What follows belongs to an exercise in optimizing a design on an open flow for small area; a production flow would make more cautious choices.
Only simulation tests tie the RTL to the original design; equivalence was not proved.
The flow treats the clock pin as an ideal source. Dropping or thinning the clock tree relies on that and would not hold on a real chip.
Power figures rest on the tool's default switching activity, not on a simulated workload.

==> module tx, before the edit <==
module tx #(
    parameter CLK_FRQ=100000000,  
    parameter BAUD_RATE=115200  
) (
    input logic clk,
    input logic areset,
    input logic data_loaded,
    input logic [7:0] data_in,
    output logic data_out,
    output logic tx_done,
    output logic tx_busy
);
    localparam logic [9:0] QPOL = 10'h0b5;
    logic [9:0] qs;
    logic [9:0] q;
    assign q = qs ^ QPOL;
    logic tick;
    assign tick = (q == 10'h000);
    always_ff @(posedge clk) begin
        if (areset)
            qs <= QPOL;
        else
            qs <= {q[8], ~q[9],
                   q[6:5], ~(q[7] ^ q[6]),
                   q[3:0], ~(q[4] ^ q[2])} ^ QPOL;
    end
    logic req;
    logic       mk;          
    logic [7:0] sd;          
    localparam logic [7:0] DPOL = 8'haa;
    logic [7:0] sds;
    assign sd = sds ^ DPOL;
    logic [8:0] sr;
    assign sr = {mk, sd};
    logic empty;
    assign empty = (sr == 9'd0);
    logic idle;
    assign idle = ~tx_busy & ~sr[8];
    always_ff @(posedge clk) begin
        if (areset) begin
            req <= 1'b0;
            mk <= 1'b0;
        end else begin
            req <= data_loaded || (req && !(tick && idle));
            if (tick)
                mk <= !tx_busy && (mk || req);
        end
    end
    always_ff @(posedge clk or posedge areset) begin
        if (areset) begin
            tx_busy <= 1'b0;
            tx_done <= 1'b0;
            data_out <= 1'b1;
        end else if (tick) begin
            tx_busy <= tx_busy ? !empty : mk;
            data_out <= tx_busy ? (empty || sd[0]) : !mk;
            if (tx_busy && empty)
                tx_done <= 1'b1;
            else if (idle && req)
                tx_done <= 1'b0;
        end
    end
    always_ff @(posedge clk) begin
        if (tick && (tx_busy || !mk))
            sds <= (sr[8:1] | ({8{req && !tx_busy}} & data_in)) ^ DPOL;
    end
endmodule
clock: 10.0 ns
lec_check: 0
cap_margin: 20
core_margin: 2
core_utilization: 40
slew_margin: 20
standard.sh (not shown) runs the stock make flow with config.mk's settings and CLKGATE_MAP_FILE= SYNTH_SCRIPT=/design/flow/synth_recipe.tcl, a recipe that flattens the netlist after the stock synthesis.
==> flow/flow/run.sh <==
#!/bin/bash
# The standard layout (the standard.sh), with these changes:
#  - synthesis: the standard synthesis script, but abc maps the logic with
#    each of the area-oriented scripts abc_*.script and keeps the smallest
#    result (synth_wrap.tcl); registers are untouched;
#  - the port buffers are buf_1 cells (the smallest buffer);
#  - clock tree: cts.tcl drives the registers from three inv_6 cells, each at
#    the centre of a third of the registers (split along x), fed by one inv_2
#    root inverter on clk, so each register sees clk through two inverters.
# Each step's full log is under orfs/logs; make's output is in standard.log.
set -euo pipefail
F=$PWD/flow
mkdir -p abc_stats
export ABC_STAT_DIR=$PWD/abc_stats
export ABC_SCRIPTS="$(ls $F/abc_*.script | tr '\n' ' ')"
printf 'source %s\nsource %s\n' "$F/synth_wrap.tcl" "$PWD/synth_recipe.tcl" > my_synth.tcl
sed "s#SYNTH_SCRIPT=[^ ]*#SYNTH_SCRIPT=$PWD/my_synth.tcl#" standard.sh > my_standard.sh
grep -q "SYNTH_SCRIPT=$PWD/my_synth.tcl" my_standard.sh
export BUFFER_PORTS_ARGS="-buffer_cell sky130_fd_sc_hd__buf_1"
export PRE_CTS_TCL=$F/cts.tcl
export ROOT_INV=sky130_fd_sc_hd__inv_2 LEAF_INV=sky130_fd_sc_hd__inv_6 ONE_CLK_N=3
bash my_standard.sh > standard.log 2>&1
Other scripts of this flow, unchanged in this note and not shown: flow/flow/abc_a1.script, flow/flow/abc_a8.script, flow/flow/abc_b1.script, flow/flow/abc_b2.script, flow/flow/abc_c2.script, flow/flow/abc_c3.script, flow/flow/cts.tcl, flow/flow/synth_wrap.tcl
Change:
--- a/flow/design.v
+++ b/flow/design.v
@@ -93,15 +93,12 @@
                    q[6:5], ~(q[7] ^ q[6]),
                    q[3:0], ~(q[4] ^ q[2])} ^ QPOL;
     end
     logic req;
     logic       mk;          
     logic [7:0] sd;          
-    localparam logic [7:0] DPOL = 8'haa;
-    logic [7:0] sds;
-    assign sd = sds ^ DPOL;
     logic [8:0] sr;
     assign sr = {mk, sd};
     logic empty;
     assign empty = (sr == 9'd0);
     logic idle;
     assign idle = ~tx_busy & ~sr[8];
@@ -128,13 +125,13 @@
             else if (idle && req)
                 tx_done <= 1'b0;
         end
     end
     always_ff @(posedge clk) begin
         if (tick && (tx_busy || !mk))
-            sds <= (sr[8:1] | ({8{req && !tx_busy}} & data_in)) ^ DPOL;
+            sd <= sr[8:1] | ({8{req && !tx_busy}} & data_in);
     end
 endmodule
  `timescale 1ns/10ps
 module uart #(
     parameter BYTE=8,
     parameter CLK_FRQ=100000000,  
What happened:
- maximum frequency climbs slightly
- worst setup slack improved by 0.023 ns
- register-to-register slack hardly moves
- cell count climbs by a few percent
- first-iteration DRC count climbs by well over a third
- clock power climbs by a few percent
- via count climbs slightly
- worst hold slack improved by 0.0040 ns
No run of this note takes its clock network from TritonCTS; it comes from the design's own scripts or RTL.

* * *

The RTL this note starts from:
==> flow/design.v <==
 `timescale 1ns/10ps
module rx #(
    parameter CLK_FRQ=100000000,  
    parameter BAUD_RATE=115200,   
    parameter BYTE=8
) (
    input logic clk,
    input logic areset,
    input logic data_in,
    output logic rx_open,
    output logic rx_valid,
    output logic [BYTE-1:0] rx_saved
);
    logic prev_data_in;
    logic data_in_val;
    always_ff @(posedge clk) begin
        prev_data_in <= data_in;
        data_in_val <= (!data_in && prev_data_in);
    end
    localparam logic [9:0] QPOL = 10'h0b5;
    logic [9:0] qs;
    logic [9:0] q;
    logic [9:0] q_step;
    assign q = qs ^ QPOL;
    assign q_step = {q[8], ~q[9],
                     q[6:5], ~(q[7] ^ q[6]),
                     q[3:0], ~(q[4] ^ q[2])};
    logic q_zero;
    assign q_zero = (q == 10'h000);
    logic b, o, v;
    logic [8:0] buf_q;
    logic armed, tick, full;
    assign armed = buf_q[8] | ~o;
    assign tick  = b & armed & q_zero;
    assign full  = buf_q[0];
    always_ff @(posedge clk) begin
        qs <= (b ? q_step : 10'h190) ^ QPOL;
        if (!b)
            buf_q <= {1'b0, buf_q[8:1]};
        else if (!armed)
            buf_q <= {q_zero, buf_q[8:1]};
        else if (tick && !full)
            buf_q <= {data_in, buf_q[8:1]};
    end
    always_ff @(posedge clk) begin
        if (areset)
            b <= 1'b0;
        else if (!b)
            b <= data_in_val;
        else
            b <= !(v || (tick && full && !data_in));
    end
    always_ff @(posedge clk or posedge areset) begin
        if (areset) begin
            o <= 1'b1;
            v <= 1'b0;
            rx_saved <= '0;
        end else begin
            if (!b) begin
                o <= 1'b1;
                v <= 1'b0;
            end else begin
                o <= v || (o && !tick);
                v <= v || (tick && full && data_in);
            end
            if (b && v)
                rx_saved <= buf_q[8:1];
        end
    end
    assign rx_open  = o;
    assign rx_valid = v & ~b;
endmodule
 `timescale 1ns/10ps
module tx #(
    parameter CLK_FRQ=100000000,  
    parameter BAUD_RATE=115200  
) (
    input logic clk,
    input logic areset,
    input logic data_loaded,
    input logic [7:0] data_in,
    output logic data_out,
    output logic tx_done,
    output logic tx_busy
);
    localparam logic [9:0] QPOL = 10'h0b5;
    logic [9:0] qs;
    logic [9:0] q;
    assign q = qs ^ QPOL;
    logic tick;
    assign tick = (q == 10'h000);
    always_ff @(posedge clk) begin
        if (areset)
            qs <= QPOL;
        else
            qs <= {q[8], ~q[9],
                   q[6:5], ~(q[7] ^ q[6]),
                   q[3:0], ~(q[4] ^ q[2])} ^ QPOL;
    end
    logic req;
    logic       mk;          
    logic [7:0] sd;          
    logic [8:0] sr;
    assign sr = {mk, sd};
    logic empty;
    assign empty = (sr == 9'd0);
    logic idle;
    assign idle = ~tx_busy & ~sr[8];
    always_ff @(posedge clk) begin
        if (areset) begin
            req <= 1'b0;
            mk <= 1'b0;
        end else begin
            req <= data_loaded || (req && !(tick && idle));
            if (tick) begin
                if (idle && req)
                    mk <= 1'b1;
                else if (tx_busy && !empty)
                    mk <= 1'b0;
            end
        end
    end
    always_ff @(posedge clk or posedge areset) begin
        if (areset) begin
            tx_busy <= 1'b0;
            tx_done <= 1'b0;
            data_out <= 1'b1;
        end else begin
            if (tick) begin
                tx_busy <= tx_busy ? !empty : sr[8];
                data_out <= tx_busy ? (empty || sr[0]) : !sr[8];
                if (idle && req) begin
                    tx_done <= 1'b0;
                end else if (tx_busy && empty) begin
                    tx_done <= 1'b1;
                end
            end
        end
    end
    always_ff @(posedge clk) begin
        if (tick && !(!tx_busy && mk))
            sd <= sr[8:1] | ({8{req && idle}} & data_in);
    end
endmodule
 `timescale 1ns/10ps
module uart #(
    parameter BYTE=8,
    parameter CLK_FRQ=100000000,  
    parameter BAUD_RATE=115200    
) (
    input logic clk,
    input logic areset,
    input logic data_in_rx,
    output logic tx_done,
    output logic tx_busy, 
    output logic rx_open,
    output logic rx_valid,
    output logic [BYTE-1:0] rx_saved,
    output logic data_out
);
    tx #(.CLK_FRQ(CLK_FRQ), .BAUD_RATE(BAUD_RATE)) uart_tx(
        .clk(clk),
        .areset(areset),
        .data_loaded(rx_valid),
        .data_in(rx_saved),
        .data_out(data_out),
        .tx_done(tx_done),
        .tx_busy(tx_busy)
    );
    rx #(.CLK_FRQ(CLK_FRQ), .BAUD_RATE(BAUD_RATE), .BYTE(BYTE)) uart_rx (
        .clk(clk),
        .areset(areset),
        .data_in(data_in_rx),
        .rx_open(rx_open),
        .rx_valid(rx_valid),
        .rx_saved(rx_saved)
    );
endmodule
export LEC_CHECK = 0
export CAP_MARGIN = 20
export CORE_MARGIN = 2
export CORE_UTILIZATION = 40
export SLEW_MARGIN = 20
create_clock -name core_clock -period 10.0 [get_ports {clk}]
==> flow/flow/run.sh <==
#!/bin/bash
# The standard layout (the standard.sh), with these changes:
#  - synthesis: the standard synthesis script, but abc maps the logic with
#    each of the area-oriented scripts abc_*.script and keeps the smallest
#    result (synth_wrap.tcl); registers are untouched;
#  - the port buffers are buf_1 cells (the smallest buffer);
#  - clock tree: cts.tcl drives the registers from three clkbuf_8 cells, each
#    at the centre of a third of the registers (split along x).
# Each step's full log is under orfs/logs; make's output is in standard.log.
set -euo pipefail
F=$PWD/flow
mkdir -p abc_stats
export ABC_STAT_DIR=$PWD/abc_stats
export ABC_SCRIPTS="$(ls $F/abc_*.script | tr '\n' ' ')"
printf 'source %s\nsource %s\n' "$F/synth_wrap.tcl" "$PWD/synth_recipe.tcl" > my_synth.tcl
sed "s#SYNTH_SCRIPT=[^ ]*#SYNTH_SCRIPT=$PWD/my_synth.tcl#" standard.sh > my_standard.sh
grep -q "SYNTH_SCRIPT=$PWD/my_synth.tcl" my_standard.sh
export BUFFER_PORTS_ARGS="-buffer_cell sky130_fd_sc_hd__buf_1"
export PRE_CTS_TCL=$F/cts.tcl
export ONE_CLK_BUF=sky130_fd_sc_hd__clkbuf_8 ONE_CLK_N=3 ONE_CLK_AXIS=0
bash my_standard.sh > standard.log 2>&1
Other scripts of this flow, unchanged in this note and not shown: flow/flow/abc_a1.script, flow/flow/abc_a8.script, flow/flow/abc_b1.script, flow/flow/abc_b2.script, flow/flow/abc_c2.script, flow/flow/abc_c3.script, flow/flow/cts.tcl, flow/flow/synth_wrap.tcl
Rerun with:
--- a/flow/design.v
+++ b/flow/design.v
@@ -14,13 +14,13 @@
     logic prev_data_in;
     logic data_in_val;
     always_ff @(posedge clk) begin
         prev_data_in <= data_in;
         data_in_val <= (!data_in && prev_data_in);
     end
-    localparam logic [9:0] QPOL = 10'h0b5;
+    localparam logic [9:0] QPOL = 10'h04a;
     logic [9:0] qs;
     logic [9:0] q;
     logic [9:0] q_step;
     assign q = qs ^ QPOL;
     assign q_step = {q[8], ~q[9],
                      q[6:5], ~(q[7] ^ q[6]),
- design area falls slightly
- via count stays flat
- global-route usage grows by 2.0 points
- cell count falls by a few percent
- setup slack gets better by 160 ps
- synthesized cell count is lower by a few percent
- critical path depth does not change
- first-iteration DRC count climbs to 3.2 times its value
- worst hold slack barely changes
- total power came out lower by a few percent
- core utilization came out higher by 1.6 points
In every run of this note, the design's own scripts or RTL, not TritonCTS, make the clock network.

* * *

RTL: one of the versions met above, not the one the previous note started from.
For scale: about 170 cells after synthesis, roughly 16 I/O pins, ~1900 sq um of cells after synthesis.
==> module rx, before the edit <==
module rx #(
    parameter CLK_FRQ=100000000,  
    parameter BAUD_RATE=115200,   
    parameter BYTE=8
) (
    input logic clk,
    input logic areset,
    input logic data_in,
    output logic rx_open,
    output logic rx_valid,
    output logic [BYTE-1:0] rx_saved
);
    logic prev_data_in;
    logic data_in_val;
    always_ff @(posedge clk) begin
        prev_data_in <= data_in;
        data_in_val <= (!data_in && prev_data_in);
    end
    localparam logic [9:0] QPOL = 10'h04a;
    logic [9:0] qs;
    logic [9:0] q;
    logic [9:0] q_step;
    assign q = qs ^ QPOL;
    assign q_step = {q[8], ~q[9],
                     q[6:5], ~(q[7] ^ q[6]),
                     q[3:0], ~(q[4] ^ q[2])};
    logic q_zero;
    assign q_zero = (q == 10'h000);
    logic b, o, v;
    logic [8:0] buf_q;
    logic armed, tick, full;
    assign armed = buf_q[8] | ~o;
    assign tick  = b & armed & q_zero;
    assign full  = buf_q[0];
    always_ff @(posedge clk) begin
        qs <= (b ? q_step : 10'h190) ^ QPOL;
        if (!b)
            buf_q <= {1'b0, buf_q[8:1]};
        else if (!armed)
            buf_q <= {q_zero, buf_q[8:1]};
        else if (tick && !full)
            buf_q <= {data_in, buf_q[8:1]};
    end
    always_ff @(posedge clk) begin
        if (areset)
            b <= 1'b0;
        else if (!b)
            b <= data_in_val;
        else
            b <= !(v || (tick && full && !data_in));
    end
    always_ff @(posedge clk or posedge areset) begin
        if (areset) begin
            o <= 1'b1;
            v <= 1'b0;
            rx_saved <= '0;
        end else begin
            if (!b) begin
                o <= 1'b1;
                v <= 1'b0;
            end else begin
                o <= v || (o && !tick);
                v <= v || (tick && full && data_in);
            end
            if (b && v)
                rx_saved <= buf_q[8:1];
        end
    end
    assign rx_open  = o;
    assign rx_valid = v & ~b;
endmodule
Settings: LEC_CHECK=0, CAP_MARGIN=20, CORE_MARGIN=2, CORE_UTILIZATION=40, SLEW_MARGIN=20; clock period 10.0 ns.
==> flow/flow/run.sh <==
#!/bin/bash
# The standard layout (the standard.sh), with these changes:
#  - synthesis: the standard synthesis script, but abc maps the logic with
#    each of the area-oriented scripts abc_*.script and keeps the smallest
#    result (synth_wrap.tcl); registers are untouched;
#  - the port buffers are buf_1 cells (the smallest buffer);
#  - clock tree: cts.tcl drives the registers from three inv_6 cells, each at
#    the centre of a third of the registers (split along x), fed by one inv_2
#    root inverter on clk, so each register sees clk through two inverters.
# Each step's full log is under orfs/logs; make's output is in standard.log.
set -euo pipefail
F=$PWD/flow
mkdir -p abc_stats
export ABC_STAT_DIR=$PWD/abc_stats
export ABC_SCRIPTS="$(ls $F/abc_*.script | tr '\n' ' ')"
printf 'source %s\nsource %s\n' "$F/synth_wrap.tcl" "$PWD/synth_recipe.tcl" > my_synth.tcl
sed "s#SYNTH_SCRIPT=[^ ]*#SYNTH_SCRIPT=$PWD/my_synth.tcl#" standard.sh > my_standard.sh
grep -q "SYNTH_SCRIPT=$PWD/my_synth.tcl" my_standard.sh
export BUFFER_PORTS_ARGS="-buffer_cell sky130_fd_sc_hd__buf_1"
export PRE_CTS_TCL=$F/cts.tcl
export ROOT_INV=sky130_fd_sc_hd__inv_2 LEAF_INV=sky130_fd_sc_hd__inv_6 ONE_CLK_N=3
bash my_standard.sh > standard.log 2>&1
Other scripts of this flow, unchanged in this note and not shown: flow/flow/abc_a1.script, flow/flow/abc_a8.script, flow/flow/abc_b1.script, flow/flow/abc_b2.script, flow/flow/abc_c2.script, flow/flow/abc_c3.script, flow/flow/cts.tcl, flow/flow/synth_wrap.tcl
==> next run, changes <==
--- a/flow/design.v
+++ b/flow/design.v
@@ -28,20 +28,16 @@
     logic q_zero;
     assign q_zero = (q == 10'h000);
     logic b, o, v;
     logic [8:0] buf_q;
-    logic armed, tick, full;
-    assign armed = buf_q[8] | ~o;
-    assign tick  = b & armed & q_zero;
-    assign full  = buf_q[0];
+    logic a, tick, full;
+    assign a    = b & (buf_q[8] | ~o);
+    assign tick = a & q_zero;
+    assign full = buf_q[0];
     always_ff @(posedge clk) begin
         qs <= (b ? q_step : 10'h190) ^ QPOL;
-        if (!b)
-            buf_q <= {1'b0, buf_q[8:1]};
-        else if (!armed)
-            buf_q <= {q_zero, buf_q[8:1]};
-        else if (tick && !full)
-            buf_q <= {data_in, buf_q[8:1]};
+        if (!a || (q_zero && !full))
+            buf_q <= {a ? data_in : q_zero, buf_q[8:1]};
     end
     always_ff @(posedge clk) begin
         if (areset)
             b <= 1'b0;
Routed wire length came out lower by 1.9%.
Setup slack got worse by 0.035 ns.
Final area came out lower by 0.55%.
First-iteration DRC count came out lower by 56%.
Register-to-register slack got worse by 0.16 ns.
Utilization hardly moves.
Via count came out higher by 1.7%.
Sequential power is about the same.
Power hardly moves.
Area after synthesis came out lower by 0.99%.
Synthesized cell count came out lower by 2.3%.
Combinational power hardly moves.
Sequential cell count stays the same.
No run of this note takes its clock network from TritonCTS; it comes from the design's own scripts or RTL.

## port drivers added, routing unchanged
No port has a modelled driver above. Below, the same layouts with a new extraction and two added sets of constraints. Step 1 sets driving cells, clkbuf_16 on the clock port and buf_2 on the other inputs (assumed; they add their load-dependent delay and slew). Step 2 also shifts input and output timing later by t, the mid clock arrival at the registers, as if the neighbouring blocks saw the same clock. Three values: ideal, step 1, step 2; two values: the first two.
run	t, ns	setup WS [ns]	hold slack, ns
the first run of note 1	0.240	6.946 / 6.939 / 6.705	0.395 / 0.395 / 0.395
the second run of note 1	0.239	6.969 / 6.964 / 6.732	0.399 / 0.399 / 0.399
the first run of note 2	0.204	6.723 / 6.678 / 6.753	0.397 / 0.397 / 0.397
the second run of note 2	0.200	6.883 / 6.900 / 6.700	0.396 / 0.396 / 0.396
the first run of note 3	0.238	6.938 / 6.934 / 6.702	0.396 / 0.396 / 0.396
the second run of note 3	0.242	6.903 / 6.903 / 6.661	0.397 / 0.397 / 0.397
After both steps every run listed still meets setup and hold. For the second run of note 3, which loses most, drivers alone change the setup slack by 0.000 ns; drivers and shift together by -0.242 ns.
